This design comes from an exercise in tuning for small area, a short achievable clock period and few clock cycles on the open sky130 flow, not from production work. The RTL was checked by simulation tests, not by an equivalence proof against the original design. Power figures rest on the tool's default switching activity, not on a simulated workload.

Setup of lane 1:
==> flow/design.v <==
module fifo_conv_top(
input clk,
input rst,
input data_valid,
input [7:0] data_i,
output wire idle,
output wire done,
output wire [15:0] data_o,
output wire conv_done
);
assign idle = 1'b1;
reg [7:0] x;           
reg acc;               
reg [7:0] h0, h1;      
reg [2:0] col;         
reg [2:0] row;         
reg signed [10:0] pq;
reg emit;
reg signed [8:0] q0, q1, q2, q3, q4, q5;
reg signed [10:0] out_r;
reg vld_r, done_r;
wire signed [8:0] d = {1'b0, x} - {1'b0, h0};
wire last_col = (col == 3'd4);
wire upd = acc && (col[2] || col[1]);    
always @(posedge clk) begin
  x <= data_i;
  pq <= q0 + (q3 <<< 1);
  out_r <= pq + q5;
  if (acc) begin
    h1 <= x;
    h0 <= h1;
  end
  if (upd) begin
    q0 <= q1; q1 <= q2; q2 <= q3; q3 <= q4; q4 <= q5; q5 <= d;
  end
  if (rst) begin
    acc <= 1'b0;
    col <= 3'd0;
    row <= 3'd0;
    emit <= 1'b0;
    vld_r <= 1'b0;
    done_r <= 1'b0;
  end else begin
    acc <= data_valid;
    emit <= upd && (row[2] || row[1]);
    vld_r <= emit;
    done_r <= (row == 3'd5);
    if (acc) begin
      col <= last_col ? 3'd0 : col + 3'd1;
      if (last_col && row != 3'd5) row <= row + 3'd1;
    end
  end
end
assign data_o = {{5{out_r[10]}}, out_r};
assign conv_done = vld_r;
assign done = done_r;
endmodule
Settings: LEC_CHECK=0, CAP_MARGIN=20, CORE_MARGIN=2, CORE_UTILIZATION=75, PLACE_DENSITY=0.85, SETUP_SLACK_MARGIN=3.1, SLEW_MARGIN=20; clock period 5.0 ns.
standard.sh (not shown) runs the stock make flow with config.mk's settings and CLKGATE_MAP_FILE= SYNTH_SCRIPT=/design/flow/synth_recipe.tcl, a recipe that flattens the netlist after the stock synthesis.
==> flow/flow/run.sh <==
#!/bin/bash
# Own layout flow: the standard flow (standard.sh, standard synthesis
# included) with a few extra ORFS settings read from flow/knobs.txt, one
# VAR=value per line. Each tool's full output stays in the ORFS logs under
# orfs/logs; make's own output goes to make_finish.log here.
set -euo pipefail
W=$(pwd)
knobs=()
if [[ -f flow/knobs.txt ]]; then
  while IFS= read -r line; do
    [[ -z "$line" || "$line" == \#* ]] && continue
    knobs+=("${line//@FLOW@/$W/flow}")
  done < flow/knobs.txt
fi
bash standard.sh "${knobs[@]}" finish > make_finish.log 2>&1
==> flow/flow/knobs.txt <==
CTS_ARGS=-sink_clustering_enable -repair_clock_nets -buf_list sky130_fd_sc_hd__clkbuf_8 -sink_clustering_size 50 -sink_clustering_max_diameter 200 -dont_use_dummy_load
BUFFER_PORTS_ARGS=-buffer_cell sky130_fd_sc_hd__buf_1
Testbench counts of lane 1, summed over its fixed seeds: cycles 1,624.
Changes in lane 2 relative to lane 1:
--- a/flow/design.v
+++ b/flow/design.v
@@ -20,13 +20,14 @@
 reg signed [10:0] out_r;
 reg vld_r, done_r;
-wire signed [8:0] d = {1'b0, x} - {1'b0, h0};
+wire signed [8:0] d = {1'b0, x} + {1'b1, h0} + 9'd1;    
 wire last_col = (col == 3'd4);
 wire upd = acc && (col[2] || col[1]);    
 always @(posedge clk) begin
   x <= data_i;
+  acc <= data_valid;     
   pq <= q0 + (q3 <<< 1);
   out_r <= pq + q5;
   if (acc) begin
-    h1 <= x;
+    h1 <= ~x;
     h0 <= h1;
   end
@@ -35,5 +36,4 @@
   end
   if (rst) begin
-    acc <= 1'b0;
     col <= 3'd0;
     row <= 3'd0;
@@ -42,5 +42,4 @@
     done_r <= 1'b0;
   end else begin
-    acc <= data_valid;
     emit <= upd && (row[2] || row[1]);
     vld_r <= emit;
==> comparison <==
- The final layout from lane 2, which completed every stage, passed the timing, design-rule and antenna checks at the end of the flow.
- Lane 2 against lane 1: area used by multi-input combinational logic decreased 1.2%; multiplexer fraction of the synthesized cell area essentially unchanged; register share of the cell area increased 0.34 points; final critical-path required period increased 0.0093 ns.
- Going from lane 1 to lane 2, fraction of final layout cells sized beyond drive strength 1 dropped 1.3 points, part of the Yosys area used for sequential elements climbed 0.52 points, data arrival at the endpoint of the critical path dropped 1.10 ns.
- From lane 1 to lane 2 the numbers moved as follows: power grew by 0.00021 W; first-pass GRT wire length grew by 8.4%; utilization after layout shrank by 0.56 points; final worst clock skew shrank by 0.017 ns.
Testbench counts of lane 2, summed over its fixed seeds: cycles 1,624.

re-timing with driven ports:
Ports are ideal in the flow. The routed layouts listed here were re-timed in OpenROAD.
Step 1, drivers: a clkbuf_16 drives clk and a buf_2 each remaining input, both assumed.
Step 2 adds t to the input delays and takes it off the output delays; t is the mean of the earliest and latest rising clock arrival at the registers after step 1. Input paths then give back, and output paths get back, about the clock's delay inside the block.
Three values: no drivers, after step 1, after step 2; two values: the first two.
| run | t, ns | slack for setup (ns) | hold WS [ns] | clock arrival spread, ns | pins driven straight from the clock port |
|---|---|---|---|---|---|
| lane 1 | 0.380 | 3.134 / 3.128 / 3.134 | 0.352 / 0.352 / 0.352 | 0.025 / 0.025 | 1 |
| lane 2 | 0.380 | 3.125 / 3.093 / 3.166 | 0.355 / 0.355 / 0.355 | 0.009 / 0.009 | 1 |
After both steps setup and hold are still met in every run listed.
